What follows belongs to an exercise in optimizing a design on an open flow for small area and a short achievable clock period; a production flow would make more cautious choices. Function was checked by simulation only, so behaviour that the tests miss may differ from the original.

==> flow/design.v, too long to show whole: its modules and the start of the top module <==
// module iir: 1095 lines
// module iir_fa: 4 lines
// module iir_ha: 4 lines
// module iir_aoi21: 3 lines
// module iir_oai21: 3 lines
// module iir_nand2: 3 lines
// module iir_nor2: 3 lines
// module iir_inv: 3 lines
// module iir_pfx_r: 197 lines
// module iir_pfx_s: 200 lines
module iir(
    input signed [31:0] x,
    input clk,
    input reset,
    output signed [31:0] y
    );
  // ...
==> flow/flow/run.sh <==
#!/bin/bash
# The standard ORFS layout with extra make settings:
#   BUFFER_PORTS_ARGS="-buffer_cell sky130_fd_sc_hd__buf_2"
# Each ORFS step keeps its full log under orfs/logs; make's own output goes to flow.log.
set -o pipefail
bash standard.sh BUFFER_PORTS_ARGS="-buffer_cell sky130_fd_sc_hd__buf_2" finish > flow.log 2>&1
==> flow/standard.sh <==
#!/bin/bash
# synth_recipe.tcl (not shown) runs the flow's synth.tcl, then flattens the netlist and writes it again
# the make line also repeats each setting of config.mk as NAME=value (left out here)
make -C /OpenROAD-flow-scripts/flow DESIGN_CONFIG=/design/flow/config.mk WORK_HOME=/design/flow/orfs CLKGATE_MAP_FILE= SYNTH_SCRIPT=/design/flow/synth_recipe.tcl "${@:-finish}"
==> flow/config.mk <==
export PLATFORM = sky130hd
export DESIGN_NAME = iir
export DESIGN_NICKNAME = iir
export VERILOG_FILES = /design/flow/design.v
export SDC_FILE = /design/flow/constraint.sdc
export NUM_CORES = 4
export LEC_CHECK = 0
export CAP_MARGIN = 20
export CORE_MARGIN = 2
export CORE_UTILIZATION = 80
export SETUP_SLACK_MARGIN = 3
export SLEW_MARGIN = 20
export SYNTH_HIERARCHICAL = 1
==> flow/constraint.sdc <==
create_clock -name core_clock -period 11.0 [get_ports {clk}]
set_input_delay 2.2000 -clock core_clock [delete_from_list [all_inputs] [get_ports {clk}]]
set_output_delay 2.2000 -clock core_clock [all_outputs]
set_load 0.01 [all_outputs]
==> flow_summary.toml, run 1 <==
[status]
status = "no timing/DRC/antenna violations"

[critical_path]
cpLargestDelayFamily = "adder cells"
cp.arrival_ps = 4790
critPathLaunch = "x[7]"
worstSetupPathDepth = 12
r2r_end = "s1[27]"

[yosys]
syn_avg_cell_area_um2 = 11.0
synthArstFlopShare = 1.00
synth-seq-cells = 64
synthCells = 651
synth_compound_area_frac = 0.173

[final_layout]
final_nets = 939
multi_input_cells = 531
dominant_cells = "multi-input combinational cells"
register_area_um2 = 1600
area_growth_pct = 9.40

[place]
place_ws_ps = 4060

[sta]
final.min_clock_period_ps = 6990
finalSetupViolations = 0

[grt]
grt_pass1_wl_um = 28600
met1_usage = 0.488

[routing]
met3_wirelength_um = 1010
drc = 0

[clock_tree]
insertion_delay_ps = 350
==> run 2, diff against run 1 <==
--- a/flow/config.mk
+++ b/flow/config.mk
@@ -8,6 +8,6 @@
 export CAP_MARGIN = 20
 export CORE_MARGIN = 2
 export CORE_UTILIZATION = 80
-export SETUP_SLACK_MARGIN = 3
+export SETUP_SLACK_MARGIN = 4.3
 export SLEW_MARGIN = 20
 export SYNTH_HIERARCHICAL = 1
==> flow_summary.toml, run 2 <==
[status]
status = "aborted with a tool error"
lastStage = "5_1_grt"
error_line = "[ERROR DPL-0038] Utilization greater than 100%, impossible to legalize"

[floorplan]
io_pins = 66
die_h_um = 98.7
core.rowCount = 34
die_x_um = 98.7
initial_core_util = 0.823

[place]
place_ws_ps = 4060
portBuffers = 65
gp_congestion = 0.989
placed_cell_area_um2 = 7630
dp_hpwl_um = 13900

[clock_tree]
cts_htree_levels = 3
root_buffer = "clkbuf_8"
hold_buffers = 0
clock_path_buffers = 2
clkSinkCount = 64
cts_made_buffers = 9

[yosys]
syn_avg_cell_area_um2 = 11.0
syn_area_um2 = 7180
synthXorXnorAreaFrac = 0.111
synthSimpleGateAreaFrac = 0.0577
synthArstFlopShare = 1.00
synth_cell_types = 43
synthCells = 651
yosys_most_used_dff = "dfrtp_1"
synth.most_common_cell = "ha_1"
synth_fa_ha_area_frac = 0.404
synth_edf_count = 0
synth-seq-cells = 64
synth_top_family_by_area = "adder cells"
synth.yosys.seq_area_share = 0.223
muxShareOfSynthArea = 0
synth_top_area_frac = 0.246
synth_warnings = 7
synthTopCellsByCount = "91 x ha_1, 88 x fa_1, 64 x dfrtp_1"
synth_area_leaders = "fa_1 25%, dfrtp_1 22%, ha_1 16%, xnor2_1 6.8%, a21oi_2 5.9%"
synth_compound_area_frac = 0.173
syn_nets = 864
yosys.area.top_type = "fa_1"

[sta]
grt-worst-endpoint = "y[23]"
endpoint_type = "primary output"

[grt]
grt_max_degree = 65
-- run 2: kinds of logic after synthesis --
family	after synthesis
AND/OR/NAND/NOR	93
flip-flops	64
XOR/XNOR	91
buffers and inverters	56
AO/OA/AOI/OAI	168
adder cells (fa/ha/maj)	179
-- run 2: worst max path at each step --
stage                     startpoint    end  slack (ps)
after floorplan                 x[6]  y[27]        4650
after global placement          x[2]  y[25]        4160
after detailed placement        x[7]  y[27]        4060
after CTS                       x[2]  y[25]        4240
-- run 2: stage by stage --
stage	std cells	hold WS (ps)
4_1_cts	843	480
3_5_place_dp	823	457
3_3_place_gp	823	451
2_1_floorplan	651	418
-- run 2: per-module statistics from Yosys (local to each module, per instance) --
module	cells inside	times used	area [um2]	flops+latches
iir	193	1	2570	64
iir_pfx_s	79	1	490	0
iir_pfx_r	71	1	482	0
iir_fa	1	88	20.0	0
iir_ha	1	89	12.5	0
iir_aoi21	1	48	8.76	0
iir_oai21	1	24	5.00	0
iir_inv	1	13	3.75	0
iir_nand2	1	26	3.75	0
iir_nor2	1	20	3.75	0
-- run 2: timing repair --
action	CTS
setup buffers	4
gates resized for setup	23
pin swaps	7
setup endpoints to repair	16
==> run 3, diff against run 2 <==
--- a/flow/config.mk
+++ b/flow/config.mk
@@ -8,6 +8,6 @@
 export CAP_MARGIN = 20
 export CORE_MARGIN = 2
 export CORE_UTILIZATION = 80
-export SETUP_SLACK_MARGIN = 4.3
+export SETUP_SLACK_MARGIN = 4
 export SLEW_MARGIN = 20
 export SYNTH_HIERARCHICAL = 1
==> flow_summary.toml, run 3 <==
[place]
dp_hpwl_um = 13900
gp_congestion = 0.989
portBuffers = 65

[critical_path]
regToRegSetupSlack_ps = 5890
worstPathMaxFanout = 4
cp_cell_sequence = "buf_2, fa_1, ha_1, nand2_1, nor2_1, nand2_1, o21ai_1, a21oi_2, inv_1, a21oi_2, xnor2_1, buf_2"
crit_required_ps = 8800
critPathLaunchType = "primary input"
endpoint_kind = "output port"
reg2reg_from = "s1[3]"
crit_type = "in2out"
cp.arrival_ps = 4700
slowest_delay_ps = 460
crit_slowest_cell = "fa_1"
reg2reg_depth = 21
r2r_end = "s1[22]"

[sta]
rsz0062_at_grt = "yes"
drv_slew = 0
fin_skew_ps = 8.23
finalSetupViolations = 0
finalSetupTns_ps = 0
finalCritPeriodShare = 0.628
slew_headroom = 0.433
max_freq_mhz = 145
hold_viol = 0
worst_pin_slew_ps = 850
final.min_clock_period_ps = 6900

[grt]
grt_pass1_vias = 5888
grtUsageTotal = 0.379
grt_pass1_wl_um = 28600
grt_max_degree = 65
overflow = 0
antenna_found_initial = 0

[yosys]
synth_area_leaders = "fa_1 25%, dfrtp_1 22%, ha_1 16%, xnor2_1 6.8%, a21oi_2 5.9%"
yosys.area.top_type = "fa_1"
syn_area_um2 = 7180
synthArstFlopShare = 1.00
synth_edf_count = 0
synthCells = 651
synth_cell_types = 43
synth.yosys.seq_area_share = 0.223
synth_warnings = 7
syn_avg_cell_area_um2 = 11.0
synth.most_common_cell = "ha_1"
yosys_most_used_dff = "dfrtp_1"
synthTopCellsByCount = "91 x ha_1, 88 x fa_1, 64 x dfrtp_1"
synth_top_area_frac = 0.246
synth-seq-cells = 64
syn_nets = 864

[final_layout]
area_growth_pct = 9.97
fin_util = 0.905
top_regs = "r2 (32), s1 (32)"
final_common_cell = "ha_1"
nFillCells = 396
final_cell_mix = "91 x ha_1, 88 x fa_1, 65 x buf_2"
layout-drive-gt1-share = 0.207
final_nets = 939
diodes = 0

[clock_tree]
insertion_delay_ps = 350
cts_made_buffers = 9
cts_setup_buffers = 0
cts_tree = "yes"
ctsResizeCount = 0
hold_buffers = 0
root_buffer = "clkbuf_8"
cts_htree_levels = 3
clock_path_buffers = 2
clkSinkCount = 64
clk_pin_slew_worst_paths_ps = 80

[routing]
drc = 0
drt_iter0_drc = 231
vias = 5346
drt_pre_antenna_iters = 6
wl_per_cell_um = 20.6
routed_wl_um = 17300
antenna_left = 0
routed_via_density = 6.37

[floorplan]
core.rowCount = 34
io_pins = 66
die_h_um = 98.7
dieArea_um2 = 9740
core-area_um2 = 8720
initial_core_util = 0.823
die_x_um = 98.7

[flow_run]
maxCapViolations = 0

[min_path]
hp-class = "reg2reg"
holdPathStages = 0
hold_start = "s1[0]"
hold_path_end = "r2[0]"

[status]
status = "no timing/DRC/antenna violations"
## run 3: layout make-up
class / instances / area, um2 / area share
Clock inverter: 5 / 80.1 / 0.0101
Clock buffer: 11 / 141 / 0.0179
Inverter: 54 / 203 / 0.0257
Multi-Input combinational cell: 531 / 5400 / 0.684
Tap cell: 108 / 135 / 0.0171
Timing Repair Buffer: 66 / 333 / 0.0422
Sequential cell: 64 / 1600 / 0.203
## run 3: cells by family after synthesis
logic type               share of synthesized area
adder cells (fa/ha/maj)                      0.404
AO/OA/AOI/OAI                                0.173
AND/OR/NAND/NOR                             0.0577
XOR/XNOR                                     0.111
flip-flops                                   0.223
buffers and inverters                       0.0303
## run 3: per-stage QoR
stage | hold slack, ps | std cells | cell area (um2) | setup slack, ps
after floorplan | 418 | 651 | 7180 | 4650
after CTS | 480 | 839 | 7850 | 4040
after detailed placement | 457 | 823 | 7630 | 4060
after global placement | 451 | 823 | 7630 | 4160
final | 475 | 839 | 7890 | 4100
after global routing | 492 | 839 | 7890 | 3930
## run 3: modules after synthesis, one instance, submodules excluded
module,cell area (um2),copies in the design,cells,flip-flops and latches
iir,2570,1,193,64
iir_pfx_s,490,1,79,0
iir_pfx_r,482,1,71,0
iir_fa,20.0,88,1,0
iir_ha,12.5,89,1,0
iir_aoi21,8.76,48,1,0
iir_oai21,5.00,24,1,0
iir_inv,3.75,13,1,0
iir_nand2,3.75,26,1,0
iir_nor2,3.75,20,1,0
## run 3: worst max path at each step
stage	slack, ps	to	cells after the start	start
final	4100	y[29]	12	x[3]
after global routing	3930	y[27]	12	x[7]
after CTS	4040	y[25]	14	x[1]
after detailed placement	4060	y[27]	12	x[7]
after global placement	4160	y[25]	14	x[2]
after floorplan	4650	y[27]	10	x[6]
## run 3: layer usage
layer	share of wire	GRT usage	vias up
met3	0.063	0.0730	49
li1	-	-	2383
met1	0.40	0.488	2689
met2	0.51	0.654	225
met5	0	0	-
met4	0.027	0.123	0
## run 3: worst max-delay path: cells and delay by family
| family | cells | cell delay [ps] |
|---|---|---|
| adder cells (fa/ha/maj) | 2 | 820 |
| AND/OR/NAND/NOR | 3 | 490 |
| AO/OA/AOI/OAI | 3 | 490 |
| buffers and inverters | 3 | 420 |
| XOR/XNOR | 1 | 270 |
==> run 4, diff against run 3 <==
==> flow/flow/run.sh (replaced) <==
#!/bin/bash
# The standard ORFS layout with extra make settings:
#   BUFFER_PORTS_ARGS="-buffer_cell sky130_fd_sc_hd__buf_2" ABC_LOAD_IN_FF=1
# Each ORFS step keeps its full log under orfs/logs; make's own output goes to flow.log.
set -o pipefail
bash standard.sh BUFFER_PORTS_ARGS="-buffer_cell sky130_fd_sc_hd__buf_2" ABC_LOAD_IN_FF=1 finish > flow.log 2>&1
--- a/flow/config.mk
+++ b/flow/config.mk
@@ -7,7 +7,7 @@
 export LEC_CHECK = 0
 export CAP_MARGIN = 20
 export CORE_MARGIN = 2
-export CORE_UTILIZATION = 80
-export SETUP_SLACK_MARGIN = 4
+export CORE_UTILIZATION = 70
+export SETUP_SLACK_MARGIN = 3.5
 export SLEW_MARGIN = 20
 export SYNTH_HIERARCHICAL = 1
==> flow_summary.toml, run 4 <==
[yosys]
synthArstFlopShare = 1.00
synth_edf_count = 0
syn_avg_cell_area_um2 = 10.7
syn_area_um2 = 6980
synth_warnings = 7
synth-seq-cells = 64
syn_nets = 864
synthCells = 651
yosys.area.top_type = "fa_1"
yosys_most_used_dff = "dfrtp_1"
synth_top_area_frac = 0.252
synth_area_leaders = "fa_1 25%, dfrtp_1 23%, ha_1 16%, xnor2_1 7.0%, a21oi_1 4.9%"
synth_cell_types = 37
synth.most_common_cell = "ha_1"
synth.yosys.seq_area_share = 0.229
synthTopCellsByCount = "91 x ha_1, 88 x fa_1, 69 x a21oi_1"

[critical_path]
endpoint_kind = "output port"
cp_cell_sequence = "buf_2, fa_1, ha_1, nand2_1, inv_1, a21oi_1, inv_1, a21oi_1, inv_1, a21oi_1, inv_1, a21oi_1, xnor2_1, buf_2"
cpLargestDelayFamily = "compound AO/OA/AOI/OAI gates"
crit_type = "in2out"
slowest_delay_ps = 470
cp.arrival_ps = 5000
crit_buf_inv = 6
worstPathMaxFanout = 4
critPathLaunchType = "primary input"
crit_required_ps = 8800
crit_slowest_cell = "fa_1"

[final_layout]
top_regs = "r2 (32), s1 (32)"
final_nets = 939
area_growth_pct = 10.0
fin_cells = 864
layout-drive-gt1-share = 0.123
final_common_cell = "ha_1"
nFillCells = 668
diodes = 0
final_cell_mix = "91 x ha_1, 88 x fa_1, 69 x a21oi_1"

[place]
placed_cells = 848
dp_hpwl_um = 13600
gp_congestion = 0.948
portBuffers = 65

[min_path]
hp-class = "reg2reg"

[floorplan]
initial_core_util = 0.717
die_h_um = 104
io_pins = 66
dieArea_um2 = 10800
die_x_um = 104
core-area_um2 = 9730
core.rowCount = 36

[routing]
drt_pre_antenna_iters = 4
routed_via_density = 5.90
drc = 0
vias = 5100
routed_wl_um = 16500
antenna_left = 0
wl_per_cell_um = 19.1
drt_iter0_drc = 234

[clock_tree]
root_buffer = "clkbuf_8"
clock_path_buffers = 2
clkSinkCount = 64
ctsResizeCount = 0
cts_tree = "yes"
insertion_delay_ps = 370
cts_htree_levels = 3
cts_setup_buffers = 0
clk_pin_slew_worst_paths_ps = 70
hold_buffers = 0
cts_made_buffers = 9

[sta]
final.min_clock_period_ps = 7200
max_freq_mhz = 139
fin_skew_ps = 7.79
finalSetupViolations = 0
finalCritPeriodShare = 0.654
drv_slew = 0
finalSetupTns_ps = 0
worst_pin_slew_ps = 874
hold_viol = 0
rsz0062_at_grt = "no"
slew_headroom = 0.418

[grt]
grt_use_met2 = 0.585
grtUsageTotal = 0.330
grt_pass1_wl_um = 27500
grt_pass1_vias = 5561
use_met3 = 0.0658
antenna_found_initial = 0
overflow = 0
met1_usage = 0.413
top_usage_layer = "met2"
grt_max_degree = 65

[status]
status = "no timing/DRC/antenna violations"

[flow_run]
maxCapViolations = 0
==> run 4: worst paths after layout <==
path | startpoint | endpoint | slack, ps | cells past startpoint
hold / removal | s1[0] | r2[0] | 460 | 0
setup / recovery | x[2] | y[25] | 3800 | 14
setup reg to reg | s1[3] | s1[27] | 5350 | 21
min in group asynchronous | reset | s1[0] | 2090 | 3
hold reg to reg | s1[0] | r2[0] | 460 | 0
max in group asynchronous | reset | s1[31] | 8350 | 3
==> run 4: modules after synthesis, one instance, submodules excluded <==
module     flip-flops and latches  times used  cells  cell area [um2]
iir_nand2                       0          26      1             3.75
iir_pfx_r                       0           1     71              487
iir_ha                          0          89      1             12.5
iir_fa                          0          88      1             20.0
iir_aoi21                       0          48      1             5.00
iir_pfx_s                       0           1     79              470
iir                            64           1    193             2570
iir_nor2                        0          20      1             3.75
iir_inv                         0          13      1             3.75
iir_oai21                       0          24      1             5.00
==> run 4: per-layer routing <==
layer	vias up	routed length, um
li1	2375	-
met3	23	644
met1	2559	6950
met2	143	8620
met4	0	302
met5	-	0
==> run 4: final cells by class <==
| class | instances | area [um2] | share of cell area |
|---|---|---|---|
| multi-input cells | 531 | 5160 | 0.672 |
| flip-flops and latches | 64 | 1600 | 0.209 |
| clock buffers | 13 | 149 | 0.0194 |
| clock inverters | 3 | 65.1 | 0.00847 |
| repair buffers | 66 | 333 | 0.0433 |
| well taps | 133 | 166 | 0.0217 |
| inverters | 54 | 203 | 0.0264 |
==> run 4: worst register-to-register path, cell delays in order (launching register included) <==
cell     delay [ps]
dfrtp_1         440
fa_1            500
ha_1            330
nand2_1         100
inv_1            40
a21oi_1         280
inv_1           120
a21oi_1         310
inv_1           150
a21oi_1         180
xnor2_1         220
fa_1            480
ha_1            370
a21oi_1         300
o21ai_0         150
a21oi_1         240
nand3_1         180
a21oi_1         290
inv_1           140
a21o_1          250
a41o_1          270
xnor2_1         200
==> run 4: cell families (layout without fill, tap and decap cells) <==
group | count (synthesis) | in the layout | share of synthesized area
adders and majority gates | 179 | 179 | 0.415
buffers and inverters | 56 | 136 | 0.0312
and+or+nand+nor | 93 | 93 | 0.0583
AOI/OAI and AO/OA | 168 | 168 | 0.151
xor gates and xnor gates | 91 | 91 | 0.114
DFF | 64 | 64 | 0.229
==> run 4: per-stage QoR <==
step / cell area (um2) / setup slack [ps] / utilization / hold WS (ps)
global placement: 7460 / 3670 / 0.767 / 436
CTS: 7680 / 3850 / 0.789 / 464
global route: 7680 / 3600 / 0.789 / 474
finish: 7680 / 3800 / 0.789 / 462
floorplan: 6980 / 4510 / - / 418
detailed placement: 7460 / 3600 / 0.767 / 447
==> run 5, diff against run 4 <==
--- a/flow/config.mk
+++ b/flow/config.mk
@@ -8,6 +8,6 @@
 export CAP_MARGIN = 20
 export CORE_MARGIN = 2
 export CORE_UTILIZATION = 70
-export SETUP_SLACK_MARGIN = 3.5
+export SETUP_SLACK_MARGIN = 4
 export SLEW_MARGIN = 20
 export SYNTH_HIERARCHICAL = 1
==> flow_summary.toml, run 5 <==
[status]
status = "no timing/DRC/antenna violations"

[routing]
drt_pre_antenna_iters = 4
drt_iter0_drc = 245
wl_per_cell_um = 19.3
vias = 5088
antenna_left = 0
routed_wl_um = 16700
drc = 0
routed_via_density = 5.88

[yosys]
synth_warnings = 7
synth_top_area_frac = 0.252
synth_cell_types = 37
syn_area_um2 = 6980
synth.most_common_cell = "ha_1"
synth-seq-cells = 64
synthArstFlopShare = 1.00
synth_edf_count = 0
synth_area_leaders = "fa_1 25%, dfrtp_1 23%, ha_1 16%, xnor2_1 7.0%, a21oi_1 4.9%"
yosys_most_used_dff = "dfrtp_1"
syn_nets = 864
synthTopCellsByCount = "91 x ha_1, 88 x fa_1, 69 x a21oi_1"
synthCells = 651
syn_avg_cell_area_um2 = 10.7
synth.yosys.seq_area_share = 0.229
yosys.area.top_type = "fa_1"

[clock_tree]
root_buffer = "clkbuf_8"
hold_buffers = 0
clock_path_buffers = 2
cts_tree = "yes"
cts_htree_levels = 3
insertion_delay_ps = 370
clk_pin_slew_worst_paths_ps = 70
clkSinkCount = 64
cts_made_buffers = 9

[flow_run]
maxCapViolations = 0

[final_layout]
register_area_um2 = 1600
final_nets = 940
nFillCells = 655
final_cell_mix = "91 x ha_1, 88 x fa_1, 65 x buf_2"
fin_util = 0.800
area_growth_pct = 11.5
top_regs = "r2 (32), s1 (32)"
diodes = 0
final_common_cell = "ha_1"
layout-drive-gt1-share = 0.152
fin_cells = 865
finalInstanceArea_um2 = 7780
multi_input_area_um2 = 5260

[floorplan]
initial_core_util = 0.717
die_x_um = 104
dieArea_um2 = 10800
core-area_um2 = 9730
io_pins = 66
core.rowCount = 36
die_h_um = 104

[sta]
drv_slew = 0
worst_pin_slew_ps = 874
hold_viol = 0
finalSetupTns_ps = 0
finalCritPeriodShare = 0.629
fin_skew_ps = 6.93
layout_setup_ws_ps = 4080
finalSetupViolations = 0
max_freq_mhz = 144
rsz0062_at_grt = "yes"
worst_hold_slack_ps = 462
final.min_clock_period_ps = 6920
slew_headroom = 0.418

[grt]
overflow = 0
grt_max_degree = 65
grt_pass1_wl_um = 27500
antenna_found_initial = 0
grt_pass1_vias = 5561
grtUsageTotal = 0.330

[place]
placed_cells = 848
place_ws_ps = 3600
gp_congestion = 0.948
placed_cell_area_um2 = 7460
portBuffers = 65
dp_hpwl_um = 13600

[min_path]
hp-class = "reg2reg"

[critical_path]
cp.arrival_ps = 4720
worstPathMaxFanout = 4
crit_required_ps = 8800
endpoint_kind = "output port"
critPathLaunchType = "primary input"
crit_type = "in2out"
==> run 5: Yosys stat by module, one instance, submodules excluded, a selection <==
module / flops+latches / area, um2 / cells inside
iir_nor2: 0 / 3.75 / 1
iir_pfx_s: 0 / 470 / 79
iir_nand2: 0 / 3.75 / 1
iir: 64 / 2570 / 193
iir_pfx_r: 0 / 487 / 71
iir_ha: 0 / 12.5 / 1
iir_inv: 0 / 3.75 / 1
iir_fa: 0 / 20.0 / 1
iir_aoi21: 0 / 5.00 / 1
==> run 5: worst max-delay path, stage by stage <==
cell,delay (ps)
buf_2,150
fa_1,510
ha_1,350
nand2_1,110
o21ai_1,280
a21oi_2,100
o21ai_1,360
a21oi_1,140
xnor2_1,330
buf_2,200
==> run 5: cell families after synthesis <==
group                      synth area share
DFF                                   0.229
buffers and inverters                0.0312
AOI/OAI and AO/OA                     0.151
adders and majority gates             0.415
xor gates and xnor gates              0.114
and+or+nand+nor                      0.0583
==> run 5: layout make-up <==
| cell class | count | share of cell area |
|---|---|---|
| multi-input combinational | 531 | 0.676 |
| sequential | 64 | 0.206 |
| timing repair buffer | 67 | 0.0437 |
| inverter | 54 | 0.0260 |
| tap | 133 | 0.0214 |
| clock buffer | 13 | 0.0191 |
| clock inverter | 3 | 0.00836 |
==> run 5: worst paths after layout <==
| check | startpoint | endpoint | slack, ps | cells past startpoint |
|---|---|---|---|---|
| setup / recovery | x[3] | y[15] | 4080 | 10 |
| hold / removal | s1[0] | r2[0] | 460 | 0 |
| setup reg to reg | s1[3] | s1[26] | 5660 | 21 |
| hold reg to reg | s1[0] | r2[0] | 460 | 0 |
| max in group asynchronous | reset | r2[29] | 8350 | 3 |
| min in group asynchronous | reset | s1[0] | 2090 | 3 |
==> run 5: timing repair <==
action                                  CTS  global route
gates resized for setup                   3            19
buffers inserted                          0             1
pin swaps                                 0             1
endpoints found under the setup margin    5            18
==> run 5: metal layers <==
layer | vias to the layer above | GRT usage | wire length, um
li1 | 2385 | - | -
met3 | 23 | 0.0658 | 612
met1 | 2546 | 0.413 | 7040
met4 | 0 | 0.0898 | 279
met5 | - | 0 | 0
met2 | 134 | 0.585 | 8760
==> run 6, diff against run 5 <==
==> flow/flow/run.sh (replaced) <==
#!/bin/bash
# The standard ORFS layout with extra make settings:
#   BUFFER_PORTS_ARGS="-buffer_cell sky130_fd_sc_hd__buf_2" CTS_ARGS="-sink_clustering_enable -repair_clock_nets -dont_use_dummy_load"
# Each ORFS step keeps its full log under orfs/logs; make's own output goes to flow.log.
set -o pipefail
bash standard.sh BUFFER_PORTS_ARGS="-buffer_cell sky130_fd_sc_hd__buf_2" CTS_ARGS="-sink_clustering_enable -repair_clock_nets -dont_use_dummy_load" finish > flow.log 2>&1
--- a/flow/config.mk
+++ b/flow/config.mk
@@ -7,7 +7,7 @@
 export LEC_CHECK = 0
 export CAP_MARGIN = 20
 export CORE_MARGIN = 2
-export CORE_UTILIZATION = 70
+export CORE_UTILIZATION = 75
 export SETUP_SLACK_MARGIN = 4
 export SLEW_MARGIN = 20
 export SYNTH_HIERARCHICAL = 1
==> flow_summary.toml, run 6 <==
[status]
status = "no timing/DRC/antenna violations"

[sta]
drv_slew = 0
rsz0062_at_grt = "no"
finalCritPeriodShare = 0.628
hold_viol = 0
slew_headroom = 0.427
final.min_clock_period_ps = 6910
fin_skew_ps = 19.4
finalSetupTns_ps = 0
max_freq_mhz = 145
worst_pin_slew_ps = 859
layout_setup_ws_ps = 4090
finalSetupViolations = 0
worst_hold_slack_ps = 465

[place]
portBuffers = 65
place_ws_ps = 3810
gp_congestion = 0.921
dp_hpwl_um = 13900

[clock_tree]
hold_buffers = 0
insertion_delay_ps = 350
clk_pin_slew_worst_paths_ps = 70
clkSinkCount = 64
cts_tree = "yes"
cts_htree_levels = 3
clock_path_buffers = 2
root_buffer = "clkbuf_8"
cts_made_buffers = 9

[routing]
drt_iter0_drc = 320
met3_wirelength_um = 1110
drc = 0
wl_per_cell_um = 19.8
top_layer_used = "met4"
met2_wirelength_um = 8100
drt_pre_antenna_iters = 5
routed_wl_um = 16900
routed_via_density = 6.18
vias = 5281
antenna_left = 0
met1_length_um = 7360

[min_path]
hp-class = "reg2reg"

[yosys]
syn_nets = 864
yosys.area.top_type = "fa_1"
synth_cell_types = 43
syn_avg_cell_area_um2 = 11.0
yosys_most_used_dff = "dfrtp_1"
synth.yosys.seq_area_share = 0.223
syn_area_um2 = 7180
synth_area_leaders = "fa_1 25%, dfrtp_1 22%, ha_1 16%, xnor2_1 6.8%, a21oi_2 5.9%"
synth_warnings = 7
synth_top_area_frac = 0.246
synth_edf_count = 0
synth-seq-cells = 64
synthTopCellsByCount = "91 x ha_1, 88 x fa_1, 64 x dfrtp_1"
synthCells = 651
synth.most_common_cell = "ha_1"
synthArstFlopShare = 1.00

[critical_path]
cp_cell_sequence = "buf_2, fa_1, ha_1, nand2_1, nor2_1, nand2_1, o21ai_1, a21oi_2, xnor2_1, buf_2"
crit_required_ps = 8800
crit_buf_inv = 2
cp.arrival_ps = 4710
slowest_delay_ps = 520
crit_type = "in2out"
critPathLaunchType = "primary input"
cpLargestDelayFamily = "adder cells"
regToRegSetupSlack_ps = 5790
crit_slowest_cell = "fa_1"
endpoint_kind = "output port"
worstPathMaxFanout = 4

[floorplan]
io_pins = 66
dieArea_um2 = 10400
die_h_um = 102
die_x_um = 102
core.rowCount = 35
initial_core_util = 0.777
core-area_um2 = 9240

[final_layout]
layout-drive-gt1-share = 0.204
final_nets = 940
final_cell_mix = "91 x ha_1, 88 x fa_1, 65 x buf_2"
area_growth_pct = 9.03
final_common_cell = "ha_1"
top_regs = "r2 (32), s1 (32)"
diodes = 0

[grt]
overflow = 0
grt_pass1_wl_um = 27500
grtUsageTotal = 0.352
grt_pass1_vias = 5530
grt_max_degree = 65
antenna_found_initial = 0

[flow_run]
maxCapViolations = 0
==> run 6: cell families after synthesis <==
family	share of synthesized area
adders and majority gates	0.404
xor gates and xnor gates	0.111
AOI/OAI and AO/OA	0.173
DFF	0.223
buffers and inverters	0.0303
and+or+nand+nor	0.0577
==> run 6: timing repair <==
action,CTS,global route
setup endpoints to repair,0,16
gates resized for setup,0,9
buffers inserted,0,1
==> run 6: per-layer routing <==
metal,global-route usage,vias up
li1,-,2373
met1,0.500,2643
met2,0.564,218
met3,0.0636,47
met4,0.0995,0
met5,0,-
==> run 6: final timing paths <==
check                          to  start  depth (start not counted)
max                         y[17]  x[11]                         10
min                         r2[0]  s1[0]                          0
max reg2reg                s1[28]  s1[3]                         21
min reg2reg                 r2[0]  s1[0]                          0
max in group asynchronous  s1[12]  reset                          3
min in group asynchronous   r2[2]  reset                          3
==> run 6: stage by stage <==
step	util	area (um2)	instances
6_report	0.847	7820	854
2_1_floorplan	-	7180	651
3_3_place_gp	0.828	7650	844
5_1_grt	0.847	7820	854
4_1_cts	0.842	7780	853
3_5_place_dp	0.828	7650	844
==> run 6: per-module statistics from Yosys (local to each module, per instance), a selection <==
module	copies in the design	cells inside
iir_nor2	20	1
iir_nand2	26	1
iir_aoi21	48	1
iir_inv	13	1
iir	1	193
iir_pfx_s	1	79
iir_pfx_r	1	71
==> run 6: layout make-up <==
type | instances | area, um2
inverters | 54 | 203
well taps | 129 | 161
fillers | 558 | 1420
multi-input cells | 531 | 5390
repair buffers | 67 | 340
clock buffers | 9 | 124
flip-flops and latches | 64 | 1600
==> run 7, diff against run 6 <==
==> flow/flow/run.sh (replaced) <==
#!/bin/bash
# The standard ORFS layout with extra make settings:
#   BUFFER_PORTS_ARGS="-buffer_cell sky130_fd_sc_hd__buf_2" ABC_LOAD_IN_FF=1 CTS_ARGS="-sink_clustering_enable -repair_clock_nets -dont_use_dummy_load"
# Each ORFS step keeps its full log under orfs/logs; make's own output goes to flow.log.
set -o pipefail
bash standard.sh BUFFER_PORTS_ARGS="-buffer_cell sky130_fd_sc_hd__buf_2" ABC_LOAD_IN_FF=1 CTS_ARGS="-sink_clustering_enable -repair_clock_nets -dont_use_dummy_load" finish > flow.log 2>&1
--- a/flow/config.mk
+++ b/flow/config.mk
@@ -7,7 +7,7 @@
 export LEC_CHECK = 0
 export CAP_MARGIN = 20
 export CORE_MARGIN = 2
-export CORE_UTILIZATION = 75
+export CORE_UTILIZATION = 70
 export SETUP_SLACK_MARGIN = 4
 export SLEW_MARGIN = 20
 export SYNTH_HIERARCHICAL = 1
==> flow_summary.toml, run 7 <==
[floorplan]
io_pins = 66
dieArea_um2 = 10800
core.rowCount = 36
initial_core_util = 0.717
die_h_um = 104
die_x_um = 104
core-area_um2 = 9730

[grt]
overflow = 0
grtUsageTotal = 0.329
grt_pass1_wl_um = 27300
antenna_found_initial = 0
grt_max_degree = 65
grt_pass1_vias = 5551

[critical_path]
critPathLaunchType = "primary input"
crit_required_ps = 8800
cp.arrival_ps = 4730
endpoint_kind = "output port"
crit_type = "in2out"
worstPathMaxFanout = 4

[clock_tree]
root_buffer = "clkbuf_8"
cts_made_buffers = 9
clk_pin_slew_worst_paths_ps = 70
cts_htree_levels = 3
clkSinkCount = 64
cts_tree = "yes"
clock_path_buffers = 2
insertion_delay_ps = 370

[yosys]
syn_area_um2 = 6980
yosys_most_used_dff = "dfrtp_1"
yosys.area.top_type = "fa_1"
syn_nets = 864
synth_cell_types = 37
synth-seq-cells = 64
synthTopCellsByCount = "91 x ha_1, 88 x fa_1, 69 x a21oi_1"
synth_compound_area_frac = 0.151
synth_top_family_by_area = "adder cells"
synth_warnings = 7
synthXorXnorAreaFrac = 0.114
synth_top_area_frac = 0.252
synthCells = 651
synth.most_common_cell = "ha_1"
synth_edf_count = 0
synth_area_leaders = "fa_1 25%, dfrtp_1 23%, ha_1 16%, xnor2_1 7.0%, a21oi_1 4.9%"
synth_fa_ha_area_frac = 0.415
muxShareOfSynthArea = 0
synth.yosys.seq_area_share = 0.229
syn_avg_cell_area_um2 = 10.7
synthArstFlopShare = 1.00
synthSimpleGateAreaFrac = 0.0583

[sta]
finalSetupTns_ps = 0
slew_headroom = 0.401
finalSetupViolations = 0
max_freq_mhz = 144
worst_hold_slack_ps = 462
finalCritPeriodShare = 0.630
drv_slew = 0
hold_viol = 0
fin_skew_ps = 17.6
rsz0062_at_grt = "yes"
final.min_clock_period_ps = 6930
layout_setup_ws_ps = 4070
worst_pin_slew_ps = 898

[routing]
routed_wl_um = 16500
met1_length_um = 6930
antenna_left = 0
drt_iter0_drc = 227
vias = 5034
met2_wirelength_um = 8520
wl_per_cell_um = 19.2
drc = 0
met3_wirelength_um = 645
routed_via_density = 5.87
top_layer_used = "met4"
drt_pre_antenna_iters = 4

[final_layout]
final_nets = 939
nFillCells = 678
fin_cells = 857
finalInstanceArea_um2 = 7670
diodes = 0
top_regs = "r2 (32), s1 (32)"
final_common_cell = "ha_1"
layout-drive-gt1-share = 0.145
area_growth_pct = 9.95
final_cell_mix = "91 x ha_1, 88 x fa_1, 65 x buf_2"

[min_path]
hp-class = "reg2reg"

[place]
placed_cell_area_um2 = 7460
placed_cells = 848
dp_hpwl_um = 13600
gp_congestion = 0.948
portBuffers = 65
place_ws_ps = 3600

[flow_run]
maxCapViolations = 0

[status]
status = "no timing/DRC/antenna violations"
run 7: worst paths after layout:
kind / startpoint / endpoint / slack, ps / depth (start not counted)
max: x[4] / y[23] / 4070 / 12
min: s1[0] / r2[0] / 460 / 0
max reg2reg: s1[3] / s1[27] / 5710 / 21
min reg2reg: s1[0] / r2[0] / 460 / 0
max in group asynchronous: reset / s1[10] / 8300 / 3
min in group asynchronous: reset / r2[17] / 2050 / 3
run 7: area by class of cell:
type,instances,area [um2],area share
clock buffers,9,124,0.0161
inverters,54,203,0.0264
multi-input cells,531,5250,0.684
flip-flops and latches,64,1600,0.209
well taps,133,166,0.0217
repair buffers,66,333,0.0434
run 7: repair_timing:
action | in CTS | in global routing
setup endpoints to repair | 3 | 15
gates cloned | 0 | 0
gates resized for setup | 2 | 19
hold buffers | 0 | 0
pin swaps | 0 | 2
setup buffers | 0 | 0
run 7: stage by stage:
step	utilization
6_report	0.789
3_3_place_gp	0.767
2_1_floorplan	-
3_5_place_dp	0.767
4_1_cts	0.781
5_1_grt	0.789
run 7: worst max-delay path: stages:
cell and delay (ps):
buf_2 140, fa_1 480, ha_1 330, a21oi_1 220, o21ai_1 160, a21oi_2 250, inv_1 150, a21oi_2 190
inv_1 60, a21oi_1 150, xnor2_1 210, buf_2 200
run 7: logic make-up after synthesis:
kind of cell | count (synthesis)
flops | 64
buf+inv | 56
fa+ha+maj | 179
xor+xnor | 91
compound gates | 168
simple gates | 93
run 7: per-module statistics from Yosys, one instance, submodules excluded:
module / cells / area (um2) / times used / flip-flops and latches
iir: 193 / 2570 / 1 / 64
iir_pfx_r: 71 / 487 / 1 / 0
iir_pfx_s: 79 / 470 / 1 / 0
iir_fa: 1 / 20.0 / 88 / 0
iir_ha: 1 / 12.5 / 89 / 0
iir_aoi21: 1 / 5.00 / 48 / 0
iir_oai21: 1 / 5.00 / 24 / 0
iir_inv: 1 / 3.75 / 13 / 0
iir_nand2: 1 / 3.75 / 26 / 0
iir_nor2: 1 / 3.75 / 20 / 0
run 7: routing by layer:
metal,up-vias,global-route usage
met1,2497,0.417
met5,-,0
met4,0,0.102
met3,32,0.0633
met2,137,0.572
li1,2368,-
==> run 8, diff against run 7 <==
--- a/flow/config.mk
+++ b/flow/config.mk
@@ -5,6 +5,7 @@
 export SDC_FILE = /design/flow/constraint.sdc
 export NUM_CORES = 4
 export LEC_CHECK = 0
+export ABC_AREA = 1
 export CAP_MARGIN = 20
 export CORE_MARGIN = 2
 export CORE_UTILIZATION = 70
==> flow_summary.toml, run 8 <==
[yosys]
synth_compound_area_frac = 0.0953
synth_edf_count = 0
synthCells = 1077
synth_top_family_by_area = "adder cells"
yosys.area.top_type = "fa_1"
synth_area_leaders = "fa_1 22%, dfrtp_1 20%, nand2_1 17%, ha_1 14%, inv_1 12%"
syn_nets = 1290
yosys_most_used_dff = "dfrtp_1"
synth.yosys.seq_area_share = 0.199
synthSimpleGateAreaFrac = 0.221
synth_warnings = 7
synth_top_area_frac = 0.219
synth_fa_ha_area_frac = 0.360
syn_avg_cell_area_um2 = 7.47
synthTopCellsByCount = "368 x nand2_1, 259 x inv_1, 91 x ha_1"
synthArstFlopShare = 1.00
synth-seq-cells = 64
synthXorXnorAreaFrac = 0
synth_cell_types = 26
muxShareOfSynthArea = 0
synth.most_common_cell = "nand2_1"
syn_area_um2 = 8050

[routing]
vias = 6557
antenna_left = 0
drt_iter0_drc = 373
routed_wl_um = 17200
routed_via_density = 5.07
wl_per_cell_um = 13.3
drt_pre_antenna_iters = 5
drc = 0

[floorplan]
initial_core_util = 0.711
core-area_um2 = 11300
die_h_um = 111
core.rowCount = 39
die_x_um = 111
dieArea_um2 = 12400
io_pins = 66

[clock_tree]
cts_made_buffers = 9
clock_path_buffers = 2
cts_setup_buffers = 0
hold_buffers = 0
insertion_delay_ps = 340
clk_pin_slew_worst_paths_ps = 50
cts_tree = "yes"
cts_htree_levels = 3
root_buffer = "clkbuf_16"
clkSinkCount = 64

[critical_path]
crit_required_ps = 8800
crit_type = "in2out"
critPathLaunchType = "primary input"
reg2reg_depth = 26
reg2reg_from = "s1[5]"
worstPathMaxFanout = 4
slowest_delay_ps = 460
crit_slowest_cell = "fa_1"
endpoint_kind = "output port"
regToRegSetupSlack_ps = 6220
crit_top_cell = "a21oi_1"
cp_cell_sequence = "buf_2, fa_1, ha_1, a21oi_1, o21ai_1, a21oi_2, o21ai_1, a21oi_1, inv_1, a21oi_1, inv_1, nand2_1, nand2_1, buf_2"
r2r_end = "s1[31]"
cp.arrival_ps = 4680

[final_layout]
final_nets = 1365
top_regs = "r2 (32), s1 (32)"
final_common_cell = "nand2_1"
nFillCells = 858
layout-drive-gt1-share = 0.114
final_cell_mix = "368 x nand2_1, 258 x inv_1, 91 x ha_1"
area_growth_pct = 9.95
finalInstanceArea_um2 = 8850
diodes = 0

[status]
status = "no timing/DRC/antenna violations"

[sta]
final.min_clock_period_ps = 6880
finalCritPeriodShare = 0.626
finalSetupViolations = 0
worst_hold_slack_ps = 465
max_freq_mhz = 145
slew_headroom = 0.448
rsz0062_at_grt = "yes"
worst_pin_slew_ps = 828
hold_viol = 0
fin_skew_ps = 9.23
finalSetupTns_ps = 0
drv_slew = 0

[flow_run]
maxCapViolations = 0

[place]
gp_congestion = 0.875
dp_hpwl_um = 14100
portBuffers = 65
placed_cell_area_um2 = 8550

[grt]
antenna_found_initial = 0
grt_max_degree = 65
grt_pass1_vias = 6739
grtUsageTotal = 0.305
overflow = 0
grt_pass1_wl_um = 30300

[min_path]
hp-class = "reg2reg"
hold_start = "s1[0]"
holdPathStages = 0
hold_path_end = "r2[0]"
-- run 8: routing by layer --
layer | routed length [um] | part of all wire | GRT usage | vias up
li1 | - | - | - | 3379
met1 | 7890 | 0.46 | 0.400 | 3013
met2 | 8270 | 0.48 | 0.519 | 135
met3 | 660 | 0.038 | 0.0519 | 30
met4 | 359 | 0.021 | 0.101 | 0
met5 | 0 | 0 | 0 | -
-- run 8: layout make-up --
class / instances / area [um2] / area share
Sequential cell: 64 / 1600 / 0.181
Clock buffer: 9 / 225 / 0.0254
Inverter: 263 / 987 / 0.112
Multi-Input combinational cell: 748 / 5520 / 0.624
Tap cell: 143 / 179 / 0.0202
Timing Repair Buffer: 66 / 333 / 0.0376
-- run 8: timing repair --
| item | 4_1_cts | 5_1_grt |
|---|---|---|
| pin swaps | 0 | 0 |
| endpoints found under the setup margin | 1 | 9 |
| resized for setup | 2 | 16 |
-- run 8: worst max path at each step --
stage | start | endpoint
floorplan | x[2] | y[25]
global placement | x[2] | y[25]
detailed placement | x[2] | y[25]
CTS | x[2] | y[25]
global route | x[4] | y[31]
finish | x[4] | y[21]
-- run 8: worst max-delay path: cells and delay by family --
family,cells,cell delay (ps)
buffers and inverters,4,440
AND/OR/NAND/NOR,2,150
AO/OA/AOI/OAI,6,1110
adder cells (fa/ha/maj),2,790
-- run 8: metrics by stage --
stage / instances / util / setup WS, ps
CTS: 1293 / 0.775 / 4020
detailed placement: 1284 / 0.755 / 3860
finish: 1293 / 0.782 / 4120
global route: 1293 / 0.782 / 3900
global placement: 1284 / 0.755 / 3950
floorplan: 1077 / - / 4530
-- run 8: Yosys stat by module, one instance, submodules excluded --
module     cells  cell area, um2  copies in the design
iir_ha         1            12.5                    89
iir_inv        1            3.75                    13
iir_pfx_r    107             526                     1
iir_oai21      1            5.00                    24
iir_nor2       1            3.75                    20
iir_pfx_s    105             589                     1
iir_fa         1            20.0                    88
iir_nand2      1            3.75                    26
iir_aoi21      1            5.00                    48
iir          557            3480                     1
-- run 8: cells by family after synthesis --
logic type,count (synthesis)
buffers and inverters,265
AO/OA/AOI/OAI,127
adder cells (fa/ha/maj),179
flip-flops,64
AND/OR/NAND/NOR,442
==> run 9, diff against run 8 <==
--- a/flow/config.mk
+++ b/flow/config.mk
@@ -5,10 +5,9 @@
 export SDC_FILE = /design/flow/constraint.sdc
 export NUM_CORES = 4
 export LEC_CHECK = 0
-export ABC_AREA = 1
 export CAP_MARGIN = 20
 export CORE_MARGIN = 2
 export CORE_UTILIZATION = 70
-export SETUP_SLACK_MARGIN = 4
+export SETUP_SLACK_MARGIN = 4.2
 export SLEW_MARGIN = 20
 export SYNTH_HIERARCHICAL = 1
==> flow_summary.toml, run 9 <==
[status]
status = "no timing/DRC/antenna violations"

[final_layout]
fin_cells = 866
layout-drive-gt1-share = 0.217
final_cell_mix = "88 x fa_1, 82 x ha_1, 65 x buf_2"
top_regs = "r2 (32), s1 (32)"
final_nets = 948
diodes = 0
area_growth_pct = 14.7
fin_util = 0.823
final_common_cell = "fa_1"

[min_path]
hp-class = "reg2reg"
hold_start = "s1[0]"

[sta]
hold_viol = 0
final.min_clock_period_ps = 6770
rsz0062_at_grt = "yes"
finalCritPeriodShare = 0.616
max_freq_mhz = 148
slew_headroom = 0.396
finalSetupViolations = 0
worst_hold_slack_ps = 461
finalSetupTns_ps = 0
fin_skew_ps = 17.9
drv_slew = 0
worst_pin_slew_ps = 907
layout_setup_ws_ps = 4230

[clock_tree]
hold_buffers = 0
clk_pin_slew_worst_paths_ps = 70
root_buffer = "clkbuf_8"
cts_htree_levels = 3
cts_made_buffers = 9
clock_path_buffers = 2
insertion_delay_ps = 380
clkSinkCount = 64
cts_tree = "yes"

[grt]
grt_max_degree = 65
overflow = 0
antenna_found_initial = 1
grtUsageTotal = 0.330
grt_pass1_vias = 5605
grt_pass1_wl_um = 27500

[critical_path]
crit_end = "y[17]"
cp_cell_sequence = "buf_2, fa_1, ha_1, nand2_1, o21ai_1, a21oi_2, buf_4, o21ai_1, a21oi_2, xnor2_2, buf_2"
cpLargestDelayFamily = "adder cells"
r2r_end = "s1[27]"
slowest_delay_ps = 480
worstPathMaxFanout = 4
crit_required_ps = 8800
reg2reg_depth = 21
critPathLaunch = "x[5]"
endpoint_kind = "output port"
worstSetupPathDepth = 11
critPathLaunchType = "primary input"
crit_slowest_cell = "fa_1"
reg2reg_from = "s1[3]"
crit_buf_inv = 3
regToRegSetupSlack_ps = 5840
crit_type = "in2out"
cp.arrival_ps = 4570

[yosys]
synth.most_common_cell = "ha_1"
yosys_most_used_dff = "dfrtp_1"
synth_edf_count = 0
yosys.area.top_type = "fa_1"
synthTopCellsByCount = "91 x ha_1, 88 x fa_1, 69 x a21oi_1"
synth_cell_types = 37
synthArstFlopShare = 1.00
synth_top_area_frac = 0.252
synthXorXnorAreaFrac = 0.114
synth-seq-cells = 64
synthCells = 651
synth_area_leaders = "fa_1 25%, dfrtp_1 23%, ha_1 16%, xnor2_1 7.0%, a21oi_1 4.9%"
synth_compound_area_frac = 0.151
synthSimpleGateAreaFrac = 0.0583
synth_fa_ha_area_frac = 0.415
syn_nets = 864
syn_avg_cell_area_um2 = 10.7
synth.yosys.seq_area_share = 0.229
muxShareOfSynthArea = 0
synth_warnings = 7
synth_top_family_by_area = "adder cells"
syn_area_um2 = 6980

[routing]
routed_via_density = 5.94
vias = 5147
wl_per_cell_um = 19.5
routed_wl_um = 16900
drt_pre_antenna_iters = 5
drc = 0
antenna_left = 0
drt_iter0_drc = 230

[floorplan]
io_pins = 66
die_x_um = 104
initial_core_util = 0.717
core-area_um2 = 9730
dieArea_um2 = 10800
die_h_um = 104
core.rowCount = 36

[place]
placed_cells = 848
portBuffers = 65
place_ws_ps = 3600
gp_congestion = 0.948
dp_hpwl_um = 13600

[flow_run]
maxCapViolations = 0
==> run 9: changes by cell type in the layout (fill, tap and decap cells not counted), moves of 11 or more <==
| cell | change |
|---|---|
| nand2_2 | -13 |
| nor2_1 | -21 |
| xnor2_1 | +50 |
| inv_1 | -208 |
| xor2_1 | +35 |
| a21o_1 | +20 |
| a21oi_2 | +18 |
| nand2_1 | -322 |
| a21oi_1 | -11 |
==> run 9: per-module statistics from Yosys (local to each module, per instance) <==
module	cell area (um2)	copies in the design	cells	flip-flops and latches
iir_pfx_r	487	1	71	0
iir	2570	1	193	64
iir_inv	3.75	13	1	0
iir_nor2	3.75	20	1	0
iir_pfx_s	470	1	79	0
iir_fa	20.0	88	1	0
iir_nand2	3.75	26	1	0
iir_ha	12.5	89	1	0
iir_aoi21	5.00	48	1	0
iir_oai21	5.00	24	1	0
==> run 9: cell type report <==
cell class | count | area [um2]
clock buffers | 9 | 124
fillers | 619 | 1720
inverters | 54 | 203
multi-input cells | 531 | 5510
flip-flops and latches | 64 | 1600
well taps | 133 | 166
repair buffers | 75 | 400
==> run 9: worst reg2reg max path, cell delays in order, from the launching register on <==
cell	delay, ps
dfrtp_1	440
fa_1	600
ha_4	220
nand2_1	110
inv_1	90
a21oi_4	160
inv_2	80
a21oi_2	180
inv_2	80
a21oi_1	160
xnor2_1	230
fa_1	480
ha_1	380
a21oi_2	230
o21ai_0	120
a21oi_1	240
nand3_1	200
a21oi_2	240
inv_1	110
a21o_1	240
a41o_1	280
xnor2_1	210
==> run 9: worst min path at each step <==
stage                        to  slack, ps  depth (start not counted)
final                     r2[0]        460                          0
after global routing      r2[0]        470                          0
after CTS                 r2[0]        460                          0
after detailed placement  r2[0]        450                          0
after global placement    r2[0]        440                          0
after floorplan           r2[0]        420                          0
==> run 9: metal layers <==
| metal | GRT usage | part of all wire | vias up |
|---|---|---|---|
| li1 | - | - | 2392 |
| met1 | 0.407 | 0.41 | 2544 |
| met2 | 0.579 | 0.51 | 163 |
| met3 | 0.0708 | 0.046 | 46 |
| met4 | 0.110 | 0.029 | 2 |
| met5 | 0 | 0.00077 | - |
==> run 9: cell families after synthesis <==
family	count (synthesis)
flops	64
compound gates	168
simple gates	93
xor+xnor	91
fa+ha+maj	179
buf+inv	56
==> run 9: per-stage QoR <==
| step | area (um2) |
|---|---|
| CTS | 7680 |
| detailed placement | 7460 |
| global route | 8010 |
| global placement | 7460 |
| finish | 8010 |
| floorplan | 6980 |
==> run 9: what timing repair did <==
item / CTS / global route
pin swaps: 4 / 16
setup buffers: 2 / 7
setup endpoints to repair: 19 / 29
resized for setup: 18 / 50
gates cloned: 0 / 0
==> run 10, diff against run 9 <==
==> flow/flow/run.sh (replaced) <==
#!/bin/bash
# The standard ORFS layout with two extra make settings:
#  - the port buffers are buf_2 cells instead of the delay cells that
#    buffer_ports picks by default;
#  - ABC maps the small leaf modules for a 1 fF load, so they start at the
#    smallest drive strength and the resizer upsizes only what timing needs.
# Each ORFS step keeps its full log under orfs/logs; make's own output goes
# to flow.log.
set -o pipefail
bash standard.sh BUFFER_PORTS_ARGS="-buffer_cell sky130_fd_sc_hd__buf_2" ABC_LOAD_IN_FF=1 finish > flow.log 2>&1
--- a/flow/config.mk
+++ b/flow/config.mk
@@ -8,6 +8,6 @@
 export CAP_MARGIN = 20
 export CORE_MARGIN = 2
 export CORE_UTILIZATION = 70
-export SETUP_SLACK_MARGIN = 4.2
+export SETUP_SLACK_MARGIN = 4
 export SLEW_MARGIN = 20
 export SYNTH_HIERARCHICAL = 1
==> flow_summary.toml, run 10 <==
[sta]
slew_headroom = 0.418
fin_skew_ps = 6.93
final.min_clock_period_ps = 6920
finalCritPeriodShare = 0.629
finalSetupViolations = 0
finalSetupTns_ps = 0
drv_slew = 0
max_freq_mhz = 144
rsz0062_at_grt = "yes"
hold_viol = 0
worst_pin_slew_ps = 874

[yosys]
synthArstFlopShare = 1.00
synth_cell_types = 37
yosys.area.top_type = "fa_1"
synth.yosys.seq_area_share = 0.229
synth_edf_count = 0
synth_top_area_frac = 0.252
synth_warnings = 7
synthCells = 651
yosys_most_used_dff = "dfrtp_1"
syn_nets = 864
synthTopCellsByCount = "91 x ha_1, 88 x fa_1, 69 x a21oi_1"
synth_area_leaders = "fa_1 25%, dfrtp_1 23%, ha_1 16%, xnor2_1 7.0%, a21oi_1 4.9%"
syn_avg_cell_area_um2 = 10.7
syn_area_um2 = 6980
synth.most_common_cell = "ha_1"
synth-seq-cells = 64

[clock_tree]
cts_tree = "yes"
cts_made_buffers = 9
root_buffer = "clkbuf_8"
clk_pin_slew_worst_paths_ps = 70
insertion_delay_ps = 370
clock_path_buffers = 2
cts_htree_levels = 3
clkSinkCount = 64

[routing]
wl_per_cell_um = 19.3
drt_pre_antenna_iters = 4
drc = 0
routed_via_density = 5.88
drt_iter0_drc = 245
vias = 5088
antenna_left = 0
routed_wl_um = 16700

[final_layout]
final_common_cell = "ha_1"
fin_cells = 865
final_cell_mix = "91 x ha_1, 88 x fa_1, 65 x buf_2"
top_regs = "r2 (32), s1 (32)"
area_growth_pct = 11.5
fin_util = 0.800
layout-drive-gt1-share = 0.152
diodes = 0
final_nets = 940

[status]
status = "no timing/DRC/antenna violations"

[grt]
grt_max_degree = 65
grt_pass1_wl_um = 27500
antenna_found_initial = 0
overflow = 0
grt_pass1_vias = 5561
grtUsageTotal = 0.330

[floorplan]
dieArea_um2 = 10800
io_pins = 66
die_x_um = 104
die_h_um = 104
core.rowCount = 36
core-area_um2 = 9730
initial_core_util = 0.717

[critical_path]
endpoint_kind = "output port"
worstPathMaxFanout = 4
critPathLaunchType = "primary input"
cp.arrival_ps = 4720
crit_type = "in2out"
crit_required_ps = 8800

[place]
portBuffers = 65
gp_congestion = 0.948
placed_cells = 848
dp_hpwl_um = 13600

[min_path]
hp-class = "reg2reg"

[flow_run]
maxCapViolations = 0
run 10: final timing paths:
kind                             from  slack (ps)  endpoint  depth (start not counted)
worst max-delay path             x[3]        4080     y[15]                         10
worst min-delay path            s1[0]         460     r2[0]                          0
worst max register to register  s1[3]        5660    s1[26]                         21
worst min register to register  s1[0]         460     r2[0]                          0
max in group asynchronous       reset        8350    r2[29]                          3
min in group asynchronous       reset        2090     s1[0]                          3
run 10: cells by family (layout without fill, tap and decap cells):
logic type,after synthesis,count (layout),share of synthesized area
fa+ha+maj,179,179,0.415
xor+xnor,91,91,0.114
simple gates,93,93,0.0583
buf+inv,56,137,0.0312
flops,64,64,0.229
compound gates,168,168,0.151
run 10: what timing repair did:
item	in CTS	in global routing
setup endpoints to repair	5	18
hold buffers	0	0
setup buffers	0	1
resized for setup	3	19
pin swaps	0	1
run 10: metal layers:
metal | track usage | routed length (um)
met5 | 0 | 0
met1 | 0.413 | 7040
met4 | 0.0898 | 279
met2 | 0.585 | 8760
met3 | 0.0658 | 612
run 10: modules after synthesis, one instance, submodules excluded:
module | cell area, um2 | flip-flops and latches
iir | 2570 | 64
iir_aoi21 | 5.00 | 0
iir_fa | 20.0 | 0
iir_ha | 12.5 | 0
iir_inv | 3.75 | 0
iir_nand2 | 3.75 | 0
iir_nor2 | 3.75 | 0
iir_oai21 | 5.00 | 0
iir_pfx_r | 487 | 0
iir_pfx_s | 470 | 0
run 10: cell type report:
type	instances	area [um2]
multi-input combinational	531	5260
fill	655	1950
sequential	64	1600
timing repair buffer	67	340
inverter	54	203
tap	133	166
clock buffer	13	149
clock inverter	3	65.1
run 10: worst max-delay path, cell delays in order:
cell     delay, ps
buf_2          150
fa_1           510
ha_1           350
nand2_1        110
o21ai_1        280
a21oi_2        100
o21ai_1        360
a21oi_1        140
xnor2_1        330
buf_2          200
run 10: through the flow:
stage / setup WS (ps) / hold WS [ps] / instance area (um2)
after detailed placement: 3600 / 447 / 7460
after CTS: 3940 / 464 / 7690
final: 4080 / 462 / 7780
after floorplan: 4510 / 418 / 6980
after global placement: 3670 / 436 / 7460
after global routing: 3940 / 474 / 7780

## separate check: timing with driven ports
Ports are ideal in the flow. The routed layouts listed here were re-timed in OpenROAD. Step 1, drivers: a clkbuf_16 drives clk and a buf_2 each remaining input, both assumed. Step 2 times the ports against the registers' clock, not the clock port: input delays grow and output delays shrink by t, the midpoint of the rising clock arrivals with the driver on. Slacks: ideal / step 1 / step 2; pairs: ideal / step 1.
run	shift t [ns]	setup WS [ns]	worst hold slack (ns)
run 1	0.379	4.006 / 3.980 / 3.876	0.476 / 0.476 / 0.476
run 3	0.380	4.097 / 4.077 / 4.021	0.475 / 0.475 / 0.475
run 4	0.399	3.802 / 3.775 / 3.463	0.462 / 0.462 / 0.462
run 5	0.396	4.078 / 4.058 / 3.774	0.462 / 0.462 / 0.462
run 6	0.375	4.094 / 4.073 / 3.929	0.465 / 0.465 / 0.465
run 7	0.398	4.065 / 4.045 / 3.813	0.462 / 0.462 / 0.462
run 8	0.379	4.117 / 4.100 / 4.100	0.465 / 0.465 / 0.465
run 9	0.403	4.227 / 4.208 / 3.967	0.461 / 0.461 / 0.461
run 10	0.396	4.078 / 4.058 / 3.774	0.462 / 0.462 / 0.462
After both steps setup and hold are still met in every run listed. The setup slack of run 4, which loses most, moves by -0.027 ns with the drivers and by -0.339 ns with both steps.
